This design comes from an exercise in tuning for small area and a short achievable clock period on the open sky130 flow, not from production work. Where RTL was checked, it was by simulation tests only, not by an equivalence proof against the original.

## sigma_delta_dac_3rdorder
module sigma_delta_dac_3rdorder(
  input clk,
  input reset_n,
  input [15:0] d,
  output reg q
);
reg  [21:0] ao;
reg  [23:0] lr;
reg  [22:0] f;
reg         nf23;
wire        s = ~nf23;
wire [23:0] l = lr ^ 24'd0;
wire [21:0] a_in = { {5{nf23}}, d[15], ~d[15], d[14:0] };
wire [21:0] a_sum_p = ao ^ a_in;
wire [21:0] a_sum_g0 = ao & a_in;
wire a_sum_G1 = a_sum_g0[1] | (a_sum_p[1] & a_sum_g0[0]);
wire a_sum_G2 = a_sum_g0[3] | (a_sum_p[3] & a_sum_g0[2]);
wire a_sum_P2 = a_sum_p[3] & a_sum_p[2];
wire a_sum_G3 = a_sum_g0[5] | (a_sum_p[5] & a_sum_g0[4]);
wire a_sum_P3 = a_sum_p[5] & a_sum_p[4];
wire a_sum_G4 = a_sum_g0[7] | (a_sum_p[7] & a_sum_g0[6]);
wire a_sum_P4 = a_sum_p[7] & a_sum_p[6];
wire a_sum_G5 = a_sum_g0[9] | (a_sum_p[9] & a_sum_g0[8]);
wire a_sum_P5 = a_sum_p[9] & a_sum_p[8];
wire a_sum_G6 = a_sum_g0[11] | (a_sum_p[11] & a_sum_g0[10]);
wire a_sum_P6 = a_sum_p[11] & a_sum_p[10];
wire a_sum_G7 = a_sum_g0[13] | (a_sum_p[13] & a_sum_g0[12]);
wire a_sum_P7 = a_sum_p[13] & a_sum_p[12];
wire a_sum_G8 = a_sum_g0[15] | (a_sum_p[15] & a_sum_g0[14]);
wire a_sum_P8 = a_sum_p[15] & a_sum_p[14];
wire a_sum_G9 = a_sum_g0[17] | (a_sum_p[17] & a_sum_g0[16]);
wire a_sum_P9 = a_sum_p[17] & a_sum_p[16];
wire a_sum_G10 = a_sum_g0[19] | (a_sum_p[19] & a_sum_g0[18]);
wire a_sum_P10 = a_sum_p[19] & a_sum_p[18];
  ...
Size in the first run: ~500 cells after synthesis, roughly 71 flip-flops, roughly 19 I/O pins, roughly 5600 µm² of cells after synthesis.
clock: 7.0 ns
lec_check: 0
cap_margin: 20
core_margin: 2
core_utilization: 60
setup_slack_margin: 3.6
slew_margin: 20
tns_end_percent: 0
standard.sh (not shown) runs the stock make flow with config.mk's settings and CLKGATE_MAP_FILE= SYNTH_SCRIPT=/design/flow/synth_recipe.tcl, a recipe that flattens the netlist after the stock synthesis.
==> flow/flow/run.sh <==
#!/bin/bash
# The standard layout (standard.sh) with changes to how it is made:
#  - clock tree synthesis with its own options (below), without dummy loads;
#  - port buffers of the smallest buffer cell (every port still gets one);
#  - extra make settings: 
# Each tool's full output is in the ORFS logs under orfs/logs; make's own
# output is in standard.log.
bash standard.sh \
  "CTS_ARGS=-sink_clustering_enable -repair_clock_nets -buf_list sky130_fd_sc_hd__clkbuf_8 -dont_use_dummy_load" \
  "BUFFER_PORTS_ARGS=-buffer_cell sky130_fd_sc_hd__buf_1" \
   \
  finish > standard.log 2>&1
Then changed:
--- a/flow/design.v
+++ b/flow/design.v
@@ -3,17 +3,19 @@
   input reset_n,
   input [15:0] d,
   output reg q
 );
 reg  [21:0] ao;
 reg  [23:0] lr;
-reg  [22:0] f;
-reg         nf23;
+reg  [22:0] fr;
+reg         nf23;   
+reg         na;     
 wire        s = ~nf23;
 wire [23:0] l = lr ^ 24'd0;
-wire [21:0] a_in = { {5{nf23}}, d[15], ~d[15], d[14:0] };
+wire [22:0] f = fr ^ 23'h7fe000;
+wire [21:0] a_in = { {5{na}}, d[15], ~d[15], d[14:0] };
 wire [21:0] a_sum_p = ao ^ a_in;
 wire [21:0] a_sum_g0 = ao & a_in;
 wire a_sum_G1 = a_sum_g0[1] | (a_sum_p[1] & a_sum_g0[0]);
 wire a_sum_G2 = a_sum_g0[3] | (a_sum_p[3] & a_sum_g0[2]);
 wire a_sum_P2 = a_sum_p[3] & a_sum_p[2];
 wire a_sum_G3 = a_sum_g0[5] | (a_sum_p[5] & a_sum_g0[4]);
@@ -336,17 +338,19 @@
 assign t[23] = t_p[23] ^ t_G51;
 assign t[24] = t_G52;
 always @(negedge reset_n or posedge clk)
   if (!reset_n) begin
     ao   <= 22'h200000;
     lr   <= 24'd0;
-    f    <= 23'd0;
+    fr   <= 23'h7fe000;
     nf23 <= 1'b1;
+    na   <= 1'b1;
     q    <= 1'b0;
   end else begin
     ao   <= a_sum[21:0];
     lr   <= l_sum[23:0] ^ 24'd0;
-    f    <= t[22:0];
+    fr   <= t[22:0] ^ 23'h7fe000;
     nf23 <= ~(t[23] ^ l_sum[23] ^ l_sum[24]);
-    q    <= nf23;
+    na   <= (t[23] ^ l_sum[24]) ~^ l_sum[23];
+    q    <= na;
   end
 endmodule
Outcome: The new run passed the timing, design-rule and antenna checks; synthesized cell count fell by 3.6%; routed wire length rose by 3.0%; setup slack gets worse by 130 ps; clock skew stays flat; final area fell by 1.9%; via count fell by 2.8%.
For the second run of this note, only the layout was checked, not whether the RTL still works.

========
== old ==
sigma_delta_dac_3rdorder, a different RTL version from the one above (not shown whole).
Size in the first run: about 500 cells after synthesis, roughly 71 flip-flops, roughly 19 I/O pins.
// sigma_delta_dac_3rdorder
module sigma_delta_dac_3rdorder(
  input clk,
  input reset_n,
  input [15:0] d,
  output reg q
);
==> flow/config.mk <==
export PLATFORM = sky130hd
export DESIGN_NAME = sigma_delta_dac_3rdorder
export DESIGN_NICKNAME = sigma_delta_dac_3rdorder
export VERILOG_FILES = /design/flow/design.v
export SDC_FILE = /design/flow/constraint.sdc
export NUM_CORES = 4
export LEC_CHECK = 0
export CAP_MARGIN = 20
export CORE_MARGIN = 2
export CORE_UTILIZATION = 40
export SETUP_SLACK_MARGIN = 3.3
export SLEW_MARGIN = 20
==> flow/constraint.sdc <==
create_clock -name core_clock -period 7.0 [get_ports {clk}]
set_input_delay 1.4000 -clock core_clock [delete_from_list [all_inputs] [get_ports {clk}]]
set_output_delay 1.4000 -clock core_clock [all_outputs]
set_load 0.01 [all_outputs]
==> flow/flow/run.sh <==
#!/bin/bash
# The standard layout (standard.sh), with two changes to how it is made:
#  - clock tree synthesis with its own options (below), without dummy loads;
#  - port buffers of the smallest buffer cell (every port still gets one).
# Each tool's full output is in the ORFS logs under orfs/logs; make's own
# output is in standard.log.
bash standard.sh \
  "CTS_ARGS=-sink_clustering_enable -repair_clock_nets -buf_list sky130_fd_sc_hd__clkbuf_8 -dont_use_dummy_load" \
  "BUFFER_PORTS_ARGS=-buffer_cell sky130_fd_sc_hd__buf_1" \
  finish > standard.log 2>&1
Modified inputs, new compared to old
-- flow/design.v --
<<< old, line 7
reg  [21:0] ao;
reg  [23:0] lr;
reg  [22:0] fr;
reg         nf23;
wire        s = ~nf23;
wire [23:0] l = lr ^ 24'd0;
wire [22:0] f = fr ^ 23'h7fe000;
wire [21:0] a_in = { {5{nf23}}, d[15], ~d[15], d[14:0] };
wire [21:0] a_sum_p = ao ^ a_in;
>>> new, line 7
reg  [21:0] ao;
reg  [23:0] lr;
reg  [22:0] f;
reg         nf23;
wire        s = ~nf23;
wire [23:0] l = lr ^ 24'd0;
wire [21:0] a_in = { {5{nf23}}, d[15], ~d[15], d[14:0] };
wire [21:0] a_sum_p = ao ^ a_in;
<<< old, line 341
    ao   <= 22'h200000;
    lr   <= 24'd0;
    fr   <= 23'h7fe000;
    nf23 <= 1'b1;
    q    <= 1'b0;
>>> new, line 340
    ao   <= 22'h200000;
    lr   <= 24'd0;
    f    <= 23'd0;
    nf23 <= 1'b1;
    q    <= 1'b0;
<<< old, line 347
    ao   <= a_sum[21:0];
    lr   <= l_sum[23:0] ^ 24'd0;
    fr   <= t[22:0] ^ 23'h7fe000;
    nf23 <= ~(t[23] ^ l_sum[23] ^ l_sum[24]);
    q    <= nf23;
>>> new, line 346
    ao   <= a_sum[21:0];
    lr   <= l_sum[23:0] ^ 24'd0;
    f    <= t[22:0];
    nf23 <= ~(t[23] ^ l_sum[23] ^ l_sum[24]);
    q    <= nf23;
==> run notes <==
new vs old on final non-filler cell area: new is the higher one. Of the two values seen for cell with the largest stage delay on the worst path, sky130_fd_sc_hd__dfstp_2 was produced by old and sky130_fd_sc_hd__o41a_1 by new. Compared with old, new shows wire length higher by 1.4%. Taking old as the reference point, the final period utilization of new rises by 0.82 points. [compare] base=old new=new: worst reg-to-reg path cell count rose 1; filler-free cell count of the finished design went up by 1.7%; antenna diode instance count about even. Proportion of cell area occupied by registers on new is down relative to old.

========
sigma_delta_dac_3rdorder, a different RTL version from the one above (not shown whole).
For scale: roughly 71 flip-flops, about 19 I/O pins, about 0.0055 mm2 of cells after synthesis.
export LEC_CHECK = 0
export CAP_MARGIN = 20
export CORE_MARGIN = 2
export CORE_UTILIZATION = 40
export SETUP_SLACK_MARGIN = 3.6
export SLEW_MARGIN = 20
create_clock -name core_clock -period 7.0 [get_ports {clk}]
==> flow/flow/run.sh <==
#!/bin/bash
# The standard layout (standard.sh) with changes to how it is made:
#  - clock tree synthesis with its own options (below), without dummy loads;
#  - port buffers of the smallest buffer cell (every port still gets one);
#  - extra make settings: 
# Each tool's full output is in the ORFS logs under orfs/logs; make's own
# output is in standard.log.
bash standard.sh \
  "CTS_ARGS=-sink_clustering_enable -repair_clock_nets -buf_list sky130_fd_sc_hd__clkbuf_8 -dont_use_dummy_load" \
  "BUFFER_PORTS_ARGS=-buffer_cell sky130_fd_sc_hd__buf_1" \
   \
  finish > standard.log 2>&1
Then changed:
--- a/flow/design.v
+++ b/flow/design.v
@@ -328,23 +328,23 @@
 assign t[14] = t_p[14] ^ t_G42;
 assign t[15] = t_p[15] ^ t_G43;
 assign t[16] = t_p[16] ^ t_G44;
 assign t[17] = t_p[17] ^ t_G45;
 assign t[18] = t_p[18] ^ t_G46;
 assign t[19] = t_p[19] ^ t_G47;
 assign t[20] = t_p[20] ^ t_G48;
 assign t[21] = t_p[21] ^ t_G49;
 assign t[22] = t_p[22] ^ t_G50;
 assign t[23] = t_p[23] ^ t_G51;
 assign t[24] = t_G52;
-always @(posedge clk)
+always @(negedge reset_n or posedge clk)
   if (!reset_n) begin
     ao   <= 22'h200000;
     lr   <= 24'd0;
     fr   <= 23'h7fe000;
     nf23 <= 1'b1;
     q    <= 1'b0;
   end else begin
     ao   <= a_sum[21:0];
     lr   <= l_sum[23:0] ^ 24'd0;
     fr   <= t[22:0] ^ 23'h7fe000;
     nf23 <= ~(t[23] ^ l_sum[23] ^ l_sum[24]);
Result: Area after synthesis increases by about 1.4%; wire length fell by 6.1%; non-clock buffer count went down by 16; setup slack barely changes; synthesized cell count is lower by 11%; die area came out higher by about 1.4%; cell area came out lower by 1.6%; register-to-register slack is about the same; critical path depth does not change; via count fell by 9.5%; sequential cell count is unchanged.
No functional check of the RTL was part of the first run of this note.

========
Another version of the RTL of sigma_delta_dac_3rdorder (not shown whole).
Size: ~490 cells after synthesis, about 72 flip-flops, ~19 I/O pins, roughly 5700 sq um of cells after synthesis.
export LEC_CHECK = 0
export CAP_MARGIN = 20
export CORE_MARGIN = 2
export CORE_UTILIZATION = 40
export SLEW_MARGIN = 20
create_clock -name core_clock -period 7.0 [get_ports {clk}]
run.sh (not shown) runs the stock make flow with config.mk's settings and CLKGATE_MAP_FILE= SYNTH_SCRIPT=/design/flow/synth_recipe.tcl, a recipe that flattens the netlist after the stock synthesis.
Stock flow here: none of the scripts above is used.
Then changed:
--- a/flow/design.v
+++ b/flow/design.v
@@ -1,20 +1,20 @@
 module sigma_delta_dac_3rdorder(
   input clk,
   input reset_n,
   input [15:0] d,
   output reg q
 );
 reg  [21:0] ao;
 reg  [23:0] lr;
 reg  [22:0] f;
-reg         nf23;   
-reg         s;      
+reg         nf23;
+wire        s = ~nf23;
 wire [23:0] l = lr ^ 24'd0;
 wire [21:0] a_in = { {5{nf23}}, d[15], ~d[15], d[14:0] };
 wire [21:0] a_sum_p = ao ^ a_in;
 wire [21:0] a_sum_g0 = ao & a_in;
 wire a_sum_G1 = a_sum_g0[1] | (a_sum_p[1] & a_sum_g0[0]);
 wire a_sum_G2 = a_sum_g0[3] | (a_sum_p[3] & a_sum_g0[2]);
 wire a_sum_P2 = a_sum_p[3] & a_sum_p[2];
 wire a_sum_G3 = a_sum_g0[5] | (a_sum_p[5] & a_sum_g0[4]);
 wire a_sum_P3 = a_sum_p[5] & a_sum_p[4];
@@ -335,20 +335,18 @@
 assign t[22] = t_p[22] ^ t_G50;
 assign t[23] = t_p[23] ^ t_G51;
 assign t[24] = t_G52;
 always @(negedge reset_n or posedge clk)
   if (!reset_n) begin
     ao   <= 22'h200000;
     lr   <= 24'd0;
     f    <= 23'd0;
     nf23 <= 1'b1;
-    s    <= 1'b0;
     q    <= 1'b0;
   end else begin
     ao   <= a_sum[21:0];
     lr   <= l_sum[23:0] ^ 24'd0;
     f    <= t[22:0];
     nf23 <= ~(t[23] ^ l_sum[23] ^ l_sum[24]);
-    s    <= t[23] ^ l_sum[23] ^ l_sum[24];
     q    <= nf23;
   end
 endmodule
Effect: Cell count climbs by 1.6%; clock skew hardly moves; area after synthesis decreases by 0.66%.
Only the layout flow was run in the first run of this note; the RTL was not checked for function there.

========
sigma_delta_dac_3rdorder with an RTL version that a note above also has.
For scale: ~500 cells after synthesis, about 71 flip-flops, about 19 I/O pins, about 5600 µm² of cells after synthesis.
Settings: LEC_CHECK=0, CAP_MARGIN=20, CORE_MARGIN=2, CORE_UTILIZATION=40, SETUP_SLACK_MARGIN=3.0, SLEW_MARGIN=20; clock period 7.0 ns.
==> next run, changes <==
--- a/flow/design.v
+++ b/flow/design.v
@@ -1,23 +1,23 @@
 module sigma_delta_dac_3rdorder(
   input clk,
   input reset_n,
   input [15:0] d,
   output reg q
 );
 reg  [21:0] ao;
 reg  [23:0] lr;
 reg  [22:0] f;
-reg         nf23;
-wire        s = ~nf23;
+reg         nf23;   
+reg         s;      
 wire [23:0] l = lr ^ 24'd0;
 wire [21:0] a_in = { {5{nf23}}, d[15], ~d[15], d[14:0] };
 wire [21:0] a_sum_p = ao ^ a_in;
 wire [21:0] a_sum_g0 = ao & a_in;
 wire a_sum_G1 = a_sum_g0[1] | (a_sum_p[1] & a_sum_g0[0]);
 wire a_sum_G2 = a_sum_g0[3] | (a_sum_p[3] & a_sum_g0[2]);
 wire a_sum_P2 = a_sum_p[3] & a_sum_p[2];
 wire a_sum_G3 = a_sum_g0[5] | (a_sum_p[5] & a_sum_g0[4]);
 wire a_sum_P3 = a_sum_p[5] & a_sum_p[4];
 wire a_sum_G4 = a_sum_g0[7] | (a_sum_p[7] & a_sum_g0[6]);
 wire a_sum_P4 = a_sum_p[7] & a_sum_p[6];
 wire a_sum_G5 = a_sum_g0[9] | (a_sum_p[9] & a_sum_g0[8]);
@@ -332,21 +332,23 @@
 assign t[19] = t_p[19] ^ t_G47;
 assign t[20] = t_p[20] ^ t_G48;
 assign t[21] = t_p[21] ^ t_G49;
 assign t[22] = t_p[22] ^ t_G50;
 assign t[23] = t_p[23] ^ t_G51;
 assign t[24] = t_G52;
 always @(negedge reset_n or posedge clk)
   if (!reset_n) begin
     ao   <= 22'h200000;
     lr   <= 24'd0;
     f    <= 23'd0;
     nf23 <= 1'b1;
+    s    <= 1'b0;
     q    <= 1'b0;
   end else begin
     ao   <= a_sum[21:0];
     lr   <= l_sum[23:0] ^ 24'd0;
     f    <= t[22:0];
     nf23 <= ~(t[23] ^ l_sum[23] ^ l_sum[24]);
+    s    <= t[23] ^ l_sum[23] ^ l_sum[24];
     q    <= nf23;
   end
 endmodule
The changed run ran to the end with no violations.
Fmax falls by 0.57%.
Design area rises by 0.68%.
First-iteration DRC count falls by 22%.
Cell count stays the same.
Global-route usage rises by 0.79 points.
Hold slack is about the same.
Utilization rises by 0.13 points.
Setup slack loses 0.022 ns.
The RTL of the second run of this note was laid out without a check of its function.

-- port drivers added, routing unchanged --
No port has a modelled driver above. Below, the same layouts with a new extraction and two added sets of constraints.
Step 1 assumes that a clkbuf_16 drives the clock port and a buf_2 every other input.
Step 2, shift: input delay + t, output delay - t, t = (earliest + latest rising clock arrival at the registers) / 2. This alone moves slack from input paths to output paths.
a / b / c = ideal ports / drivers / drivers and shift; a / b = the first two.
run | shift t [ns] | setup slack, ns | worst data-port slew with drivers (ns)
the first run of note 1 | 0.374 | 3.428 / 3.428 / 3.124 | 0.03
the second run of note 1 | 0.392 | 3.301 / 3.301 / 3.107 | 0.03
old | 0.386 | 3.466 / 3.466 / 3.218 | 0.03
new | 0.385 | 3.409 / 3.409 / 3.036 | 0.03
the first run of note 3 | 0.390 | 3.564 / 3.564 / 3.278 | 0.04
the second run of note 3 | 0.394 | 3.563 / 3.563 / 3.438 | 0.03
the first run of note 4 | 0.383 | 2.822 / 2.822 / 2.551 | 0.04
the second run of note 4 | 0.365 | 2.792 / 2.803 / 2.438 | 0.04
the first run of note 5 | 0.365 | 3.108 / 3.123 / 2.758 | 0.04
the second run of note 5 | 0.381 | 3.085 / 3.102 / 2.721 | 0.04
After both steps every run listed still meets setup and hold. For new, which loses most, drivers alone change the setup slack by 0.000 ns; drivers and shift together by -0.373 ns.
